What follows belongs to an exercise in optimizing a design on an open flow for small area; a production flow would make more cautious choices. Only simulation tests tie the RTL to the original design; equivalence was not proved. No activity file was given, so power comes from the tool's default toggle rates.

## run a
==> module calc2_port, before the edit <==
module calc2_port (
   input             clk,
   input             reset,
   input [3:0]       cmd_in,
   input [31:0]      data_in,
   input [1:0]       tag_in,
   output            q_add,       
   output            q_sh,        
   input [3:0]       st_add,      
   input [3:0]       st_sh,       
   input             busy,        
   output reg [31:0] a,           
   input             alt_ld,      
   input [31:0]      alt,
   output reg        c_sh,        
   output reg        c_op,        
   output reg        d_v,         
   output reg        d_sh,
   output reg        d_op,
   input [31:0]      res,
   input             ovf,
   output reg [1:0]  resp,
   output reg [31:0] data,
   output reg [1:0]  tag
   );
   reg        c_add, c_inv;
   reg [1:0]  c_tag;
   reg [1:0]  exp_tag;
   reg [3:0]  d_slot;
   reg        i2_v, i3_v, inv_v;
   reg [1:0]  i_tag, inv_tag;
   localparam [3:0] FIRE = 4'b0001;
   function [3:0] fwd(input [3:0] v);
      fwd = {v[2:0], v[3] ^ v[2]};
   endfunction
   wire       cmd_nz  = |cmd_in;
   wire       tag_ok  = (tag_in == exp_tag) || (exp_tag == 2'd0);
   wire       is_add  = (cmd_in == 4'b0001) || (cmd_in == 4'b0010);
   wire       is_sh   = (cmd_in == 4'b0101) || (cmd_in == 4'b0110);
   always @(posedge clk) begin
      a     <= alt_ld ? alt : data_in;
      c_tag <= tag_in;
      c_op  <= cmd_in[1];         
      if (reset) begin
         c_add   <= 1'b0;
         c_sh    <= 1'b0;
         c_inv   <= 1'b0;
         exp_tag <= 2'd0;
      end else begin
         c_add <= is_add & tag_ok;
         c_sh  <= is_sh & tag_ok;
         c_inv <= cmd_nz & ~((is_add | is_sh) & tag_ok);
         if (cmd_nz) exp_tag <= tag_in + 2'd1;
      end
   end
   wire       req = c_add | c_sh;
   assign q_add = c_add;
   assign q_sh  = c_sh;
   wire [3:0] t0 = c_sh ? st_sh : st_add;
   reg [31:0] s_data [0:3];
   reg [3:0]  s_t    [0:3];     
   reg        s_ovf  [0:3];
   reg        s_add  [0:3];
   reg [1:0]  s_tag  [0:3];
   wire [3:0] fire, free;
   genvar k;
   generate for (k = 0; k < 4; k = k + 1) begin : g_slot
      assign fire[k] = (s_t[k] == FIRE);
      assign free[k] = (s_t[k] == 4'd0) | fire[k];
   end endgenerate
   wire [3:0] sel = free[0] ? 4'b0001 : free[1] ? 4'b0010 : free[2] ? 4'b0100 : 4'b1000;
   wire [3:0] wr_data = d_v ? d_slot : (req & ~busy) ? sel : 4'b0000;
   always @(posedge clk) begin
      d_slot <= sel;
      d_sh   <= c_sh;
      d_op   <= c_op;
      d_v    <= req & busy;      
   end
   generate for (k = 0; k < 4; k = k + 1) begin : g_slot_reg
      always @(posedge clk) begin
         if (wr_data[k]) begin
            s_data[k] <= res;
            s_ovf[k]  <= ovf;
         end
         if (req & sel[k]) begin
            s_add[k]  <= c_add;
            s_tag[k]  <= c_tag;
         end
         if (reset)
           s_t[k] <= 4'd0;
         else if (req & sel[k])
           s_t[k] <= t0;
         else if (fire[k])
           s_t[k] <= 4'd0;
         else
           s_t[k] <= fwd(s_t[k]);
      end
   end endgenerate
   integer j;
   reg        u_add, u_sh, r_hi, r_lo;
   reg [1:0]  t_add, t_sh;
   reg [31:0] d_or;
   always @* begin
      u_add = 1'b0; u_sh = 1'b0; r_hi = 1'b0; r_lo = 1'b0;
      t_add = 2'd0; t_sh = 2'd0; d_or = 32'd0;
      for (j = 0; j < 4; j = j + 1) begin
         if (fire[j]) begin
            d_or = d_or | s_data[j];
            r_hi = r_hi | s_ovf[j];
            r_lo = r_lo | ~s_ovf[j];
            if (s_add[j]) begin u_add = 1'b1; t_add = t_add | s_tag[j]; end
            else begin u_sh = 1'b1; t_sh = t_sh | s_tag[j]; end
         end
      end
   end
   wire unit = u_add | u_sh;
   always @* begin
      data = d_or;
      if (unit) begin
         resp = {r_hi, r_lo};
         tag  = u_add ? t_add : t_sh;
      end else begin
         resp = {inv_v, 1'b0};
         tag  = inv_tag;
      end
   end
   always @(posedge clk) begin
      if (c_inv) i_tag <= c_tag;
      i2_v <= c_inv;              
      if (reset) begin
         i3_v  <= 1'b0;
         inv_v <= 1'b0;
      end else begin
         i3_v <= i2_v;
         if (i3_v && (!inv_v || !unit)) begin
            inv_v   <= 1'b1;
            inv_tag <= i_tag;
         end else if (!unit)
           inv_v <= 1'b0;
      end
   end
endmodule
==> module calc2_pair, before the edit <==
module calc2_pair (
   input         clk,
   input         reset,
   input [3:0]   f_cmd_in, s_cmd_in,
   input [31:0]  f_data_in, s_data_in,
   input [1:0]   f_tag_in, s_tag_in,
   output        f_q_add, f_q_sh, s_q_add, s_q_sh,
   input [3:0]   f_t_add, f_t_sh, s_t_add, s_t_sh,
   output [1:0]  f_resp, s_resp,
   output [31:0] f_data, s_data,
   output [1:0]  f_tag, s_tag
   );
   wire [31:0] f_a, s_a, res;
   wire        f_sh, f_op, s_sh, s_op, s_dv, s_dsh, s_dop, ovf;
   wire        f_req = f_q_add | f_q_sh;
   wire        s_req = s_q_add | s_q_sh;
   calc2_port pf (.clk(clk), .reset(reset), .cmd_in(f_cmd_in), .data_in(f_data_in), .tag_in(f_tag_in),
                  .q_add(f_q_add), .q_sh(f_q_sh), .st_add(f_t_add), .st_sh(f_t_sh),
                  .busy(1'b0), .a(f_a), .alt_ld(f_req & s_req), .alt(s_a), .c_sh(f_sh), .c_op(f_op), .d_v(), .d_sh(), .d_op(),
                  .res(res), .ovf(ovf), .resp(f_resp), .data(f_data), .tag(f_tag));
   calc2_port ps (.clk(clk), .reset(reset), .cmd_in(s_cmd_in), .data_in(s_data_in), .tag_in(s_tag_in),
                  .q_add(s_q_add), .q_sh(s_q_sh), .st_add(s_t_add), .st_sh(s_t_sh),
                  .busy(f_req), .a(s_a), .alt_ld(1'b0), .alt(32'd0), .c_sh(s_sh), .c_op(s_op), .d_v(s_dv), .d_sh(s_dsh), .d_op(s_dop),
                  .res(res), .ovf(ovf), .resp(s_resp), .data(s_data), .tag(s_tag));
   wire [31:0] x  = (f_req | s_dv) ? f_a : s_a;
   wire [31:0] y  = f_req ? f_data_in : s_dv ? s_a : s_data_in;
   wire        sh = f_req ? f_sh : s_dv ? s_dsh : s_sh;
   wire        op = f_req ? f_op : s_dv ? s_dop : s_op;
   calc2_alu alu (.x(x), .y(y), .sh(sh), .op(op), .res(res), .ovf(ovf));
endmodule
export LEC_CHECK = 0
export CAP_MARGIN = 20
export CORE_MARGIN = 2
export CORE_UTILIZATION = 65
export SLEW_MARGIN = 20
create_clock -name core_clock -period 7.0 [get_ports {c_clk}]
standard.sh (not shown) runs the stock make flow with config.mk's settings and CLKGATE_MAP_FILE= SYNTH_SCRIPT=/design/flow/synth_recipe.tcl, a recipe that flattens the netlist after the stock synthesis.
==> flow/flow/run.sh <==
#!/bin/bash
# Layout flow: the standard flow (standard.sh, with the standard synthesis unchanged),
# with two changes: ports get plain buf_1 buffers, and the clock tree is built from larger
# sink clusters without dummy loads. make's output goes to flow_make.log; each step's own
# log is under orfs/logs/.
set -euo pipefail
export BUFFER_PORTS_ARGS="-buffer_cell sky130_fd_sc_hd__buf_1"
export CTS_ARGS="-sink_clustering_enable -repair_clock_nets -dont_use_dummy_load -sink_clustering_size 30 -sink_clustering_max_diameter 80"
bash standard.sh > flow_make.log 2>&1
diff inputs: run a => run b
--- a/flow/design.v
+++ b/flow/design.v
@@ -7,14 +7,14 @@
    output            q_add,       
    output            q_sh,        
    input [3:0]       st_add,      
    input [3:0]       st_sh,       
    input             busy,        
    output reg [31:0] a,           
-   input             alt_ld,      
-   input [31:0]      alt,
+   input [31:0]      a_in,
+   output            v_now,       
    output reg        c_sh,        
    output reg        c_op,        
    output reg        d_v,         
    output reg        d_sh,
    output reg        d_op,
    input [31:0]      res,
@@ -34,14 +34,15 @@
       fwd = {v[2:0], v[3] ^ v[2]};
    endfunction
    wire       cmd_nz  = |cmd_in;
    wire       tag_ok  = (tag_in == exp_tag) || (exp_tag == 2'd0);
    wire       is_add  = (cmd_in == 4'b0001) || (cmd_in == 4'b0010);
    wire       is_sh   = (cmd_in == 4'b0101) || (cmd_in == 4'b0110);
+   assign v_now = (is_add | is_sh) & tag_ok;
    always @(posedge clk) begin
-      a     <= alt_ld ? alt : data_in;
+      a     <= a_in;
       c_tag <= tag_in;
       c_op  <= cmd_in[1];         
       if (reset) begin
          c_add   <= 1'b0;
          c_sh    <= 1'b0;
          c_inv   <= 1'b0;
@@ -189,21 +190,23 @@
    output [1:0]  f_tag, s_tag
    );
    wire [31:0] f_a, s_a, res;
    wire        f_sh, f_op, s_sh, s_op, s_dv, s_dsh, s_dop, ovf;
    wire        f_req = f_q_add | f_q_sh;
    wire        s_req = s_q_add | s_q_sh;
+   wire        f_vnow;
+   wire [31:0] f_a_in = (f_req & s_req) ? s_a : f_vnow ? f_data_in : s_data_in;
    calc2_port pf (.clk(clk), .reset(reset), .cmd_in(f_cmd_in), .data_in(f_data_in), .tag_in(f_tag_in),
                   .q_add(f_q_add), .q_sh(f_q_sh), .st_add(f_t_add), .st_sh(f_t_sh),
-                  .busy(1'b0), .a(f_a), .alt_ld(f_req & s_req), .alt(s_a), .c_sh(f_sh), .c_op(f_op), .d_v(), .d_sh(), .d_op(),
+                  .busy(1'b0), .a(f_a), .a_in(f_a_in), .v_now(f_vnow), .c_sh(f_sh), .c_op(f_op), .d_v(), .d_sh(), .d_op(),
                   .res(res), .ovf(ovf), .resp(f_resp), .data(f_data), .tag(f_tag));
    calc2_port ps (.clk(clk), .reset(reset), .cmd_in(s_cmd_in), .data_in(s_data_in), .tag_in(s_tag_in),
                   .q_add(s_q_add), .q_sh(s_q_sh), .st_add(s_t_add), .st_sh(s_t_sh),
-                  .busy(f_req), .a(s_a), .alt_ld(1'b0), .alt(32'd0), .c_sh(s_sh), .c_op(s_op), .d_v(s_dv), .d_sh(s_dsh), .d_op(s_dop),
+                  .busy(f_req), .a(s_a), .a_in(s_data_in), .v_now(), .c_sh(s_sh), .c_op(s_op), .d_v(s_dv), .d_sh(s_dsh), .d_op(s_dop),
                   .res(res), .ovf(ovf), .resp(s_resp), .data(s_data), .tag(s_tag));
-   wire [31:0] x  = (f_req | s_dv) ? f_a : s_a;
+   wire [31:0] x  = f_a;
    wire [31:0] y  = f_req ? f_data_in : s_dv ? s_a : s_data_in;
    wire        sh = f_req ? f_sh : s_dv ? s_dsh : s_sh;
    wire        op = f_req ? f_op : s_dv ? s_dop : s_op;
    calc2_alu alu (.x(x), .y(y), .sh(sh), .op(op), .res(res), .ovf(ovf));
 endmodule
 module calc2_top ( out_data1, out_data2, out_data3, out_data4, out_resp1, out_resp2, out_resp3, out_resp4, out_tag1, out_tag2, out_tag3, out_tag4, c_clk, req1_cmd_in, req1_data_in, req1_tag_in, req2_cmd_in, req2_data_in, req2_tag_in, req3_cmd_in, req3_data_in, req3_tag_in, req4_cmd_in, req4_data_in, req4_tag_in, reset);
[summary]
| sum of internal, switching and leakage power | run a vs run b | ≈ equal |
Unique cell type count in the Yosys netlist: run b vs run a down about 7%
The startpoint of the most critical setup path comes out p12.pf.c_sh$_SDFF_PP0_ in one run and req2_data_in[31] in the other, namely in run a and run b respectively.
In the reports for run a and run b, the smaller routed metal-1 wirelength belongs to run b.
Flip-flop and latch share of the layout cell area (run b over run a): increase, 1.8 points
Diff run a -> run b: number of ordinary and repair buffers in the finished layout down about 1.6%, final period demand of the worst path up 0.076 ns, post-detailed-route wirelength per cell up 1.4%.

* * *

== the baseline ==
Another version of the RTL of calc2_top (not shown whole).
Size in the first run: ~3700 cells after synthesis, ~940 flip-flops, ~43000 sq um of cells after synthesis.
// calc2_top
module calc2_top ( out_data1, out_data2, out_data3, out_data4, out_resp1, out_resp2, out_resp3, out_resp4, out_tag1, out_tag2, out_tag3, out_tag4, c_clk, req1_cmd_in, req1_data_in, req1_tag_in, req2_cmd_in, req2_data_in, req2_tag_in, req3_cmd_in, req3_data_in, req3_tag_in, req4_cmd_in, req4_data_in, req4_tag_in, reset);
==> flow/config.mk <==
export PLATFORM = sky130hd
export DESIGN_NAME = calc2_top
export DESIGN_NICKNAME = calc2_top
export VERILOG_FILES = /design/flow/design.v
export SDC_FILE = /design/flow/constraint.sdc
export NUM_CORES = 8
export LEC_CHECK = 0
export CAP_MARGIN = 20
export CORE_MARGIN = 2
export CORE_UTILIZATION = 65
export SLEW_MARGIN = 20
==> flow/constraint.sdc <==
create_clock -name core_clock -period 7.0 [get_ports {c_clk}]
set_input_delay 1.4000 -clock core_clock [delete_from_list [all_inputs] [get_ports {c_clk}]]
set_output_delay 1.4000 -clock core_clock [all_outputs]
set_load 0.01 [all_outputs]
Scripts as last shown in full above: flow/flow/run.sh
What the candidate does differently from the baseline at the input level:
-- flow/design.v --
<<< the baseline, line 29
   reg        i2_v, i3_v, inv_v;
   reg [1:0]  i2_tag, i3_tag, inv_tag;
   localparam [4:0] FIRE = 5'b00001;
   function [4:0] fwd(input [4:0] v);
      fwd = {v[3:0], v[4] ^ v[2]};
   endfunction
   wire       cmd_nz  = |cmd_in;
   wire       tag_ok  = (tag_in == exp_tag) || (exp_tag == 2'd0);
>>> the candidate, line 29
   reg        i2_v, i3_v, inv_v;
   reg [1:0]  i2_tag, i3_tag, inv_tag;
   wire       cmd_nz  = |cmd_in;
   wire       tag_ok  = (tag_in == exp_tag) || (exp_tag == 2'd0);
<<< the baseline, line 66
   genvar k;
   generate for (k = 0; k < 4; k = k + 1) begin : g_slot
      assign fire[k] = (s_t[k] == FIRE);
      assign free[k] = (s_t[k] == 5'd0) | fire[k];
   end endgenerate
   wire [3:0] sel = free[0] ? 4'b0001 : free[1] ? 4'b0010 : free[2] ? 4'b0100 : 4'b1000;
>>> the candidate, line 62
   genvar k;
   generate for (k = 0; k < 4; k = k + 1) begin : g_slot
      assign fire[k] = (s_t[k] == 5'd1);
      assign free[k] = (s_t[k][4:1] == 4'd0);
   end endgenerate
   wire [3:0] sel = free[0] ? 4'b0001 : free[1] ? 4'b0010 : free[2] ? 4'b0100 : 4'b1000;
<<< the baseline, line 92
         else if (req & sel[k])
           s_t[k] <= t0;
         else if (fire[k])
           s_t[k] <= 5'd0;
         else
           s_t[k] <= fwd(s_t[k]);
      end
   end endgenerate
>>> the candidate, line 88
         else if (req & sel[k])
           s_t[k] <= t0;
         else if (s_t[k] != 5'd0)
           s_t[k] <= s_t[k] - 5'd1;
      end
   end endgenerate
<<< the baseline, line 217
   input [0:31]  req1_data_in, req2_data_in, req3_data_in, req4_data_in;
   wire [3:0] q_add, q_sh;
   localparam [4:0] T3 = 5'b01000;    
   function [4:0] fwd(input [4:0] v);
      fwd = {v[3:0], v[4] ^ v[2]};
   endfunction
   function [4:0] back(input [4:0] v);
      back = {v[0] ^ v[3], v[4:1]};
   endfunction
   reg  [4:0] ta, ts;
   wire [4:0] ta1 = ta;
   wire [4:0] ta2 = q_add[0] ? back(ta1) : ta1;
   wire [4:0] ta3 = q_add[1] ? back(ta2) : ta2;
   wire [4:0] ta4 = q_add[2] ? back(ta3) : ta3;
   wire [4:0] ta5 = q_add[3] ? back(ta4) : ta4;
   wire [4:0] ts1 = ts;
   wire [4:0] ts2 = q_sh[0] ? back(ts1) : ts1;
   wire [4:0] ts3 = q_sh[1] ? back(ts2) : ts2;
   wire [4:0] ts4 = q_sh[2] ? back(ts3) : ts3;
   wire [4:0] ts5 = q_sh[3] ? back(ts4) : ts4;
   always @(posedge c_clk) begin
      if (reset) begin
         ta <= T3;
         ts <= T3;
      end else begin
         if (ta != T3 || q_add != 4'd0) ta <= fwd(ta5);
         if (ts != T3 || q_sh != 4'd0) ts <= fwd(ts5);
      end
   end
   calc2_pair p12 (.clk(c_clk), .reset(reset),
                   .f_cmd_in(req1_cmd_in), .f_data_in(req1_data_in), .f_tag_in(req1_tag_in),
>>> the candidate, line 211
   input [0:31]  req1_data_in, req2_data_in, req3_data_in, req4_data_in;
   wire [3:0] q_add, q_sh;
   reg  [4:0] ta, ts;
   wire [2:0] na = q_add[0] + q_add[1] + q_add[2] + q_add[3];
   wire [2:0] ns = q_sh[0] + q_sh[1] + q_sh[2] + q_sh[3];
   wire [4:0] ta_n = ta + na - 5'd1;
   wire [4:0] ts_n = ts + ns - 5'd1;
   always @(posedge c_clk) begin
      if (reset) begin
         ta <= 5'd3;
         ts <= 5'd3;
      end else begin
         if (ta != 5'd3 || na != 3'd0) ta <= ta_n;
         if (ts != 5'd3 || ns != 3'd0) ts <= ts_n;
      end
   end
   wire [4:0] ta1 = ta;
   wire [4:0] ta2 = ta1 + q_add[0];
   wire [4:0] ta3 = ta2 + q_add[1];
   wire [4:0] ta4 = ta3 + q_add[2];
   wire [4:0] ts1 = ts;
   wire [4:0] ts2 = ts1 + q_sh[0];
   wire [4:0] ts3 = ts2 + q_sh[1];
   wire [4:0] ts4 = ts3 + q_sh[2];
   calc2_pair p12 (.clk(c_clk), .reset(reset),
                   .f_cmd_in(req1_cmd_in), .f_data_in(req1_data_in), .f_tag_in(req1_tag_in),
--- outcome ---
On non-clock buffer share of cell area, the baseline tracks the candidate almost exactly.
In the flow results for the baseline and the candidate, the synthesized netlist cell count is smaller on the baseline.
In the flow results for the baseline and the candidate, the routed wire length is smaller on the baseline.
Routed length on met3 ends up lower on the candidate.
Sort the baseline and the candidate by switching power share of the total desc -> top: the candidate

[what the ideal ports hide]
Ports are ideal in the flow. The routed layouts listed here were re-timed in OpenROAD. Step 1, drivers: a clkbuf_16 drives c_clk and a buf_2 each remaining input, both assumed. Step 2, shift: input delay + t, output delay - t, t = (earliest + latest rising clock arrival at the registers) / 2. This alone moves slack from input paths to output paths. Slacks: ideal / step 1 / step 2; pairs: ideal / step 1.
| run | shift t [ns] | slack for setup (ns) | worst setup path after step 2 | worst data-port slew with drivers (ns) | cell pins on the clock port's net |
|---|---|---|---|---|---|
| run a | 0.629 | 1.164 / 1.164 / 0.768 | input to register | 0.13 | 1 |
| run b | 0.646 | 1.089 / 1.107 / 0.485 | input to register | 0.05 | 1 |
| the baseline | 0.662 | 0.687 / 0.687 / 0.687 | register to register | 0.11 | 1 |
| the candidate | 0.674 | 0.858 / 0.858 / 0.858 | register to register | 0.07 | 1 |
After both steps setup and hold are still met in every run listed. For run b, which loses most, drivers alone change the setup slack by +0.018 ns; drivers and shift together by -0.604 ns.
